Context: an optimization exercise on an open-source flow, tuned for small area. The choices shown serve that exercise and are no tape-out recipe.
At most, simulation tests tie the RTL to the original design; equivalence was not proved.
Power is estimated from default activity; no workload was simulated.

## JK
==> flow/design.v <==
module sram_logger(
    input         CLK_48MHZ,
    input         RESET,           
    input         READ_CMD,
    input  [79:0] GEIG_DATA,
    input  [79:0] MAG_DATA,
    input  [31:0] SRAM_D_IN,
    output [17:0] SRAM_A,
    output [3:0]  SRAM_SRBS,
    output        SRAM_CE,
    output        SRAM_WE,
    output        SRAM_OE,
    output [15:0] SRAM_D_OUT,
    output        SRAM_D_OE,
    output [15:0] DATA_READ,
    output [17:0] W_ADDRESS,
    output        W_CHIP_SELECT,
    output [17:0] R_ADDRESS,
    output        R_CHIP_SELECT
);
reg [79:0] geig_prev;
reg [79:0] mag_prev;
reg        read_prev;
reg [7:0]  schedule;      
reg [2:0]  write_count;   
reg [1:0]  phase;         
reg [63:0] data_buffer;   
reg [17:0] w_address;
reg        w_chip_select;
reg [17:0] r_address;
reg        r_chip_select;
reg [17:0] sram_a;
reg        sram_cs;       
reg        sram_wr;       
reg        sram_rd;       
reg [15:0] dread;
reg  started;             
wire geig_new = started ? (GEIG_DATA != geig_prev) : (|GEIG_DATA);
wire mag_new  = started ? (MAG_DATA != mag_prev)   : (|MAG_DATA);
wire read_new = READ_CMD & ~read_prev;
reg [7:0] sched_ins;
always @(*) begin
    sched_ins = schedule;
    if (geig_new) begin
        if (sched_ins[1:0] == 2'b00)      sched_ins[1:0] = 2'd1;
        else if (sched_ins[3:2] == 2'b00) sched_ins[3:2] = 2'd1;
        else if (sched_ins[5:4] == 2'b00) sched_ins[5:4] = 2'd1;
        else                              sched_ins[7:6] = 2'd1;
    end
    if (mag_new) begin
        if (sched_ins[1:0] == 2'b00)      sched_ins[1:0] = 2'd2;
        else if (sched_ins[3:2] == 2'b00) sched_ins[3:2] = 2'd2;
        else if (sched_ins[5:4] == 2'b00) sched_ins[5:4] = 2'd2;
        else                              sched_ins[7:6] = 2'd2;
    end
    if (read_new) begin
        if (sched_ins[1:0] == 2'b00)      sched_ins[1:0] = 2'd3;
        else if (sched_ins[3:2] == 2'b00) sched_ins[3:2] = 2'd3;
        else if (sched_ins[5:4] == 2'b00) sched_ins[5:4] = 2'd3;
        else                              sched_ins[7:6] = 2'd3;
    end
end
wire head_write = sched_ins[0] ^ sched_ins[1];
wire head_read  = sched_ins[0] & sched_ins[1];
wire head_geig  = sched_ins[0];            
wire [79:0] src = head_geig ? GEIG_DATA : MAG_DATA;
wire write_done  = head_write & (write_count == 3'd5);
wire write_word  = head_write & ~write_count[2] | head_write & (write_count == 3'd4);
wire read_drop   = head_read & (r_address == w_address);
wire read_go     = head_read & ~read_drop;
wire write_step3 = write_word & (phase == 2'd2);
wire read_step3  = read_go & (phase == 2'd3);
wire shift       = write_done | read_drop | read_step3;
wire [18:0] addr_inc = {sram_cs, sram_a} + 19'd1;
always @(posedge CLK_48MHZ or negedge RESET) begin
    if (!RESET) begin
        started       <= 1'b0;
        read_prev     <= 1'b0;
        schedule      <= 8'b0;
        write_count   <= 3'b0;
        phase         <= 2'b0;
        w_address     <= 18'b0;
        w_chip_select <= 1'b0;
        r_address     <= 18'b0;
        r_chip_select <= 1'b0;
    end else begin
        started   <= 1'b1;
        read_prev <= READ_CMD;
        schedule  <= shift ? {2'b00, sched_ins[7:2]} : sched_ins;
        if (write_done)
            write_count <= 3'd0;
        else if (write_step3)
            write_count <= write_count + 3'd1;
        if (write_step3 | read_step3)
            phase <= 2'd0;
        else if (write_word | read_go)
            phase <= phase + 2'd1;
        if (write_step3)
            {w_chip_select, w_address} <= addr_inc;
        if (read_step3)
            {r_chip_select, r_address} <= addr_inc;
    end
end
always @(posedge CLK_48MHZ) begin
    geig_prev <= GEIG_DATA;
    mag_prev  <= MAG_DATA;
end
always @(posedge CLK_48MHZ) begin
    if (head_write & (write_count == 3'd0) & (phase == 2'd0))
        data_buffer[15:0] <= src[15:0];
    if (head_write & (write_count == 3'd0) & (phase == 2'd2))
        data_buffer[15:0] <= src[79:64];
    if (head_write & (write_count == 3'd0))
        data_buffer[63:16] <= src[63:16];
end
wire [7:0] head = schedule;
wire cyc_write = (head[0] ^ head[1]);
wire cyc_read  = (head[0] & head[1]);
always @(negedge CLK_48MHZ or negedge RESET) begin
    if (!RESET) begin
        sram_a  <= 18'b0;
        sram_wr <= 1'b0;
        sram_rd <= 1'b0;
        dread   <= 16'b0;
    end else begin
        if (phase == 2'd1)
            sram_a <= cyc_read ? r_address : w_address;
        sram_wr <= cyc_write & (phase == 2'd1);
        sram_rd <= cyc_read & (phase == 2'd1 | phase == 2'd2);
        if (cyc_read & (phase == 2'd2))
            dread <= sram_cs ? SRAM_D_IN[31:16] : SRAM_D_IN[15:0];
    end
end
always @(negedge CLK_48MHZ) begin
    if (phase == 2'd1)
        sram_cs <= cyc_read ? r_chip_select : w_chip_select;
end
wire sram_active = sram_wr | sram_rd;
assign SRAM_A        = sram_a;
assign SRAM_SRBS     = {~(sram_active & sram_cs), ~(sram_active & sram_cs),
                        ~(sram_active & ~sram_cs), ~(sram_active & ~sram_cs)};
assign SRAM_CE       = 1'b0;
assign SRAM_WE       = ~sram_wr;
assign SRAM_OE       = ~sram_rd;
assign SRAM_D_OE     = sram_wr;
assign SRAM_D_OUT    = (write_count[1:0] == 2'd1) ? data_buffer[31:16] :
                       (write_count[1:0] == 2'd2) ? data_buffer[47:32] :
                       (write_count[1:0] == 2'd3) ? data_buffer[63:48] :
                                                    data_buffer[15:0];
assign DATA_READ     = dread;
assign W_ADDRESS     = w_address;
assign W_CHIP_SELECT = w_chip_select;
assign R_ADDRESS     = r_address;
assign R_CHIP_SELECT = r_chip_select;
endmodule
export LEC_CHECK = 0
export CAP_MARGIN = 0
export CORE_MARGIN = 2
export CORE_UTILIZATION = 75
export SLEW_MARGIN = 0
create_clock -name core_clock -period 10.0 [get_ports {CLK_48MHZ}]
standard.sh (not shown) runs the stock make flow with config.mk's settings and CLKGATE_MAP_FILE= SYNTH_SCRIPT=/design/flow/synth_recipe.tcl, a recipe that flattens the netlist after the stock synthesis.
==> flow/flow/run.sh <==
#!/bin/bash
# The standard layout (standard.sh), with these changes:
#  1. after the standard synthesis, the combinational cells are re-mapped by
#     ABC with an area-oriented script (resynth.ys, area.abc); the register
#     instances, their names and cell types are left as the standard synthesis
#     made them;
#  2. the port buffers that ORFS inserts on every input and output are
#     sky130_fd_sc_hd__buf_1 instead of the tool's default pick;
#  3. clock tree synthesis clusters up to 10 flip-flops per clkbuf_4 leaf
#     buffer and adds no dummy loads.
# Each tool's full output goes to a log of its own in this folder:
# synth_make.log, resynth_models.log, resynth.log, layout_make.log (and each
# ORFS step also keeps its log under orfs/logs/).
set -euo pipefail
here=$(pwd)
res=$here/orfs/results/$FLOW_PLATFORM/sram_logger/base
lib=$FLOW_HOME/platforms/$FLOW_PLATFORM/lib/sky130_fd_sc_hd__tt_025C_1v80.lib

bash standard.sh synth > synth_make.log 2>&1
cp "$res/1_2_yosys.v" standard_synth.v

# Function models of the library's combinational cells.
seq=$(awk '/^    cell \(/{c=$2} /^        (ff|latch|statetable) *\(/{print c}' "$lib" | tr -d '"();' | sort -u | tr '\n' ' ')
yosys -l resynth_models.log -p "read_liberty -ignore_miss_func $lib; delete $seq; write_verilog -noattr comb_models.v" > /dev/null 2>&1
dontuse=$(sed -n '/^export DONT_USE_CELLS += /,/^#/p' "$FLOW_HOME/platforms/$FLOW_PLATFORM/config.mk" | grep -o 'sky130_fd_sc_hd__[a-z0-9_]*' | sed 's/^/-dont_use /' | tr '\n' ' ')
printf 'set_driving_cell sky130_fd_sc_hd__buf_1\nset_load 5\n' > abc.constr
sed -e "s#@LIB@#$lib#g" -e "s#@IN@#$here/standard_synth.v#" -e "s#@OUT@#$here/resynth.v#" \
    -e "s#@SCR@#$here/flow/area.abc#" -e "s#@CONSTR@#$here/abc.constr#" -e "s#@DONTUSE@#$dontuse#" \
    -e "s#@MODELS@#$here/comb_models.v#" -e "s#@TOP@#$FLOW_TOP#g" flow/resynth.ys > resynth_run.ys
yosys -l resynth.log -s resynth_run.ys > /dev/null 2>&1
cp resynth.v "$res/1_2_yosys.v"
touch "$res/1_2_yosys.v"

export BUFFER_PORTS_ARGS="-buffer_cell sky130_fd_sc_hd__buf_1"
export CTS_ARGS="-sink_clustering_enable -repair_clock_nets -sink_clustering_size 10 -sink_clustering_max_diameter 50 -buf_list sky130_fd_sc_hd__clkbuf_4 -dont_use_dummy_load"
bash standard.sh finish > layout_make.log 2>&1
==> flow/flow/area.abc <==
&get -n
&st
&syn2
&dch
&nf -R 1000 -p -C 32 -F 8 -A 4
&put
Other scripts of this flow, unchanged in this note and not shown: flow/flow/resynth.ys
Per the final summary, JK finished and its layout is clean on timing, DRC and antenna.
diff inputs: JK => MS
- CORE_UTILIZATION now 65, was 75
==> flow/flow/area.abc <==
&get -n
&st
&syn2
&dch
&nf -R 1000 -p
&put
==> summary.txt <==
Every run (JK and MS) finished clean.
On leakage power total, MS does worse than JK.
The run showing the smaller met2 wirelength from detailed routing is MS.
Measured against each other, JK and MS differ in proportion of total power due to net switching, the lower figure coming from MS.
As of MS, final area had risen slightly compared to JK.
For AL, these inputs were changed with respect to MS:
- swapping 65 for 70 in CORE_UTILIZATION
==> flow/flow/area.abc <==
&get -n
&st
&syn2
&dch
&nf -R 1000 -p -C 32 -F 8 -A 4
&put
The final cell count in AL sits 90 below the value recorded for MS.
[compare] base=MS new=AL: growth of design area from synthesis to finish lost 0.28 points; utilization picked up an extra 5.6 points.
Here is what was changed in the inputs of TR compared with AL.
- CAP_MARGIN: 0 -> 20
- CORE_UTILIZATION: 70 -> 40
- SLEW_MARGIN: 0 -> 20
--- a/flow/flow/run.sh
+++ b/flow/flow/run.sh
@@ -8,3 +8,3 @@
 #     sky130_fd_sc_hd__buf_1 instead of the tool's default pick;
-#  3. clock tree synthesis clusters up to 10 flip-flops per clkbuf_4 leaf
+#  3. clock tree synthesis clusters up to 15 flip-flops per clkbuf_8 leaf
 #     buffer and adds no dummy loads.
@@ -34,3 +34,4 @@
 export BUFFER_PORTS_ARGS="-buffer_cell sky130_fd_sc_hd__buf_1"
-export CTS_ARGS="-sink_clustering_enable -repair_clock_nets -sink_clustering_size 10 -sink_clustering_max_diameter 50 -buf_list sky130_fd_sc_hd__clkbuf_4 -dont_use_dummy_load"
+export CTS_ARGS="-sink_clustering_enable -repair_clock_nets -sink_clustering_size 15 -sink_clustering_max_diameter 60 -buf_list sky130_fd_sc_hd__clkbuf_8 -dont_use_dummy_load"
+export RECOVER_POWER=100
 bash standard.sh finish > layout_make.log 2>&1
==> flow/flow/area.abc <==
&get -n
&st
&syn2
&dch
&nf -R 1000 -p
&put
## What came out
- Layout checks on TR: not met. Flow itself completed; violations: capacitance limit, slew limit.
- TR against AL: synthesized area went up by 66 sq um; final worst-path setup slack went up by 0.32 ns.
- Comparing AL and TR, the lower share of power burned in the clock network is on AL.
- Looking at total detailed-routing wirelength, TR sits 12% above AL.
- The total power after layout reported for TR is smaller than that of AL by 1300 uW.
- When the final numbers for AL and TR were put side by side, the post-synthesis to final-layout area growth turned out to be smaller in AL.
- Summary of the comparison: die span in y is higher in TR, relative to AL.
- Final cell area: TR above AL
- Clock buffer and inverter area fraction after layout: TR > AL
- TR vs AL, worst setup path startpoint: GEIG_DATA[61] vs sram_cs$_DFFE_NP_
- Going from AL to TR, average size of a mapped cell fell by about 4.3%, met1 layer usage reported by global route fell by 14 points.
The following lists how PW was set up differently from TR:
--- a/flow/flow/run.sh
+++ b/flow/flow/run.sh
@@ -35,3 +35,2 @@
 export CTS_ARGS="-sink_clustering_enable -repair_clock_nets -sink_clustering_size 15 -sink_clustering_max_diameter 60 -buf_list sky130_fd_sc_hd__clkbuf_8 -dont_use_dummy_load"
-export RECOVER_POWER=100
 bash standard.sh finish > layout_make.log 2>&1
Results
Worst path setup slack after routing up 0.36 ns in PW wrt TR
Compared with TR, in PW area of the multi-input gates neither gained nor lost much; area added between synthesis and finish picked up an extra 0.29 points; logic depth of the worst setup path including buffers lower.
Part of the total power dissipated in the clock network: PW vs TR — no meaningful difference
Total power after layout of PW is on par with TR.
Clock transition at the registers of the reported paths sits lower in PW than in TR.
Status: sequential portion of the cell area parity (PW, TR)
Global-route usage: TR vs PW, no meaningful difference
TR vs PW, master of the slowest instance on the critical path: nand2_1 vs edfxtp_1
PW was carried through to the last stage, and its layout satisfied the timing, DRC and antenna checks.


Starts from the design.v that is shown in full above.
clock: 10.0 ns
lec_check: 0
cap_margin: 0
core_margin: 2
core_utilization: 65
slew_margin: 0
==> flow/flow/run.sh <==
#!/bin/bash
# The standard layout (standard.sh), with these changes:
#  1. after the standard synthesis, the combinational cells are re-mapped by
#     ABC with an area-oriented script (resynth.ys, area.abc); the register
#     instances, their names and cell types are left as the standard synthesis
#     made them;
#  2. the port buffers that ORFS inserts on every input and output are
#     sky130_fd_sc_hd__buf_1 instead of the tool's default pick;
#  3. clock tree synthesis clusters up to 15 flip-flops per clkbuf_8 leaf
#     buffer and adds no dummy loads.
# Each tool's full output goes to a log of its own in this folder:
# synth_make.log, resynth_models.log, resynth.log, layout_make.log (and each
# ORFS step also keeps its log under orfs/logs/).
set -euo pipefail
here=$(pwd)
res=$here/orfs/results/$FLOW_PLATFORM/sram_logger/base
lib=$FLOW_HOME/platforms/$FLOW_PLATFORM/lib/sky130_fd_sc_hd__tt_025C_1v80.lib

bash standard.sh synth > synth_make.log 2>&1
cp "$res/1_2_yosys.v" standard_synth.v

# Function models of the library's combinational cells.
seq=$(awk '/^    cell \(/{c=$2} /^        (ff|latch|statetable) *\(/{print c}' "$lib" | tr -d '"();' | sort -u | tr '\n' ' ')
yosys -l resynth_models.log -p "read_liberty -ignore_miss_func $lib; delete $seq; write_verilog -noattr comb_models.v" > /dev/null 2>&1
dontuse=$(sed -n '/^export DONT_USE_CELLS += /,/^#/p' "$FLOW_HOME/platforms/$FLOW_PLATFORM/config.mk" | grep -o 'sky130_fd_sc_hd__[a-z0-9_]*' | sed 's/^/-dont_use /' | tr '\n' ' ')
printf 'set_driving_cell sky130_fd_sc_hd__buf_1\nset_load 5\n' > abc.constr
sed -e "s#@LIB@#$lib#g" -e "s#@IN@#$here/standard_synth.v#" -e "s#@OUT@#$here/resynth.v#" \
    -e "s#@SCR@#$here/flow/area.abc#" -e "s#@CONSTR@#$here/abc.constr#" -e "s#@DONTUSE@#$dontuse#" \
    -e "s#@MODELS@#$here/comb_models.v#" -e "s#@TOP@#$FLOW_TOP#g" flow/resynth.ys > resynth_run.ys
yosys -l resynth.log -s resynth_run.ys > /dev/null 2>&1
cp resynth.v "$res/1_2_yosys.v"
touch "$res/1_2_yosys.v"

export BUFFER_PORTS_ARGS="-buffer_cell sky130_fd_sc_hd__buf_1"
export CTS_ARGS="-sink_clustering_enable -repair_clock_nets -sink_clustering_size 15 -sink_clustering_max_diameter 60 -buf_list sky130_fd_sc_hd__clkbuf_8 -dont_use_dummy_load"
bash standard.sh finish > layout_make.log 2>&1
Other scripts of this flow, unchanged in this note and not shown: flow/flow/area.abc, flow/flow/resynth.ys
The first run completed with no timing, DRC or antenna violations.
Edit:
--- a/flow/config.mk
+++ b/flow/config.mk
@@ -9,3 +9,3 @@
 export CORE_MARGIN = 2
-export CORE_UTILIZATION = 65
+export CORE_UTILIZATION = 80
 export SLEW_MARGIN = 0
Result: Hold slack is about the same. Design area came out lower by about 0.5%. Setup slack got worse by 0.016 ns. First-iteration DRC count rises to 3.0 times its value. Register-to-register slack loses 0.19 ns. Combinational power rises by 8.6%. Count of clock-buffer cells in the layout is lower by 1. Sequential power hardly moves. Wire length climbs by 16%.


## P
Another version of the RTL of sram_logger (not shown whole).
Size: roughly 1300 cells after synthesis, ~290 I/O pins.
==> flow/config.mk <==
export PLATFORM = sky130hd
export DESIGN_NAME = sram_logger
export DESIGN_NICKNAME = sram_logger
export VERILOG_FILES = /design/flow/design.v
export SDC_FILE = /design/flow/constraint.sdc
export NUM_CORES = 4
export LEC_CHECK = 0
export CAP_MARGIN = 20
export CORE_MARGIN = 2
export CORE_UTILIZATION = 40
export SLEW_MARGIN = 20
==> flow/constraint.sdc <==
create_clock -name core_clock -period 10.0 [get_ports {CLK_48MHZ}]
set_input_delay 2.0000 -clock core_clock [delete_from_list [all_inputs] [get_ports {CLK_48MHZ}]]
set_output_delay 2.0000 -clock core_clock [all_outputs]
set_load 0.01 [all_outputs]
==> flow/flow/run.sh <==
#!/bin/bash
# The standard layout (the standard.sh, all steps from synthesis to finish),
# with two changes:
#  - the port buffers that ORFS inserts on every input and output are
#    sky130_fd_sc_hd__buf_1 instead of the tool's default pick;
#  - clock tree synthesis clusters more flip-flops per leaf buffer and adds no
#    dummy loads.
# make's full output goes to flow_make.log in this folder; each ORFS step also
# keeps its own log under orfs/logs/.
set -euo pipefail
export BUFFER_PORTS_ARGS="-buffer_cell sky130_fd_sc_hd__buf_1"
export CTS_ARGS="-sink_clustering_enable -repair_clock_nets -sink_clustering_size 15 -sink_clustering_max_diameter 60 -buf_list sky130_fd_sc_hd__clkbuf_8 -dont_use_dummy_load"
bash standard.sh finish > flow_make.log 2>&1
P closes out successfully: all stages finished, all timing, DRC and antenna checks passed.
### P -> Q
-- flow/flow/run.sh --
<<< P, line 11
export BUFFER_PORTS_ARGS="-buffer_cell sky130_fd_sc_hd__buf_1"
export CTS_ARGS="-sink_clustering_enable -repair_clock_nets -sink_clustering_size 15 -sink_clustering_max_diameter 60 -buf_list sky130_fd_sc_hd__clkbuf_8 -dont_use_dummy_load"
bash standard.sh finish > flow_make.log 2>&1
>>> Q, line 11
export BUFFER_PORTS_ARGS="-buffer_cell sky130_fd_sc_hd__buf_1"
export CTS_ARGS="-sink_clustering_enable -repair_clock_nets -sink_clustering_size 24 -sink_clustering_max_diameter 60 -buf_list sky130_fd_sc_hd__clkbuf_16 -dont_use_dummy_load"
bash standard.sh finish > flow_make.log 2>&1
Findings:
Power dissipated in the clock network of Q exceeds that of P by more than a quarter. Detailed-route vias per instance ends up lower on P. Combinational fraction of design power: Q vs P down 2.2 points. Status: final hold slack parity (Q, P). Higher power among P and Q: Q. Q leaves more setup margin than P. In the metrics for P and Q, the one carrying the higher net switching share of the total power is P.
Function was not checked in any run of this note: the RTL went through the layout flow alone.
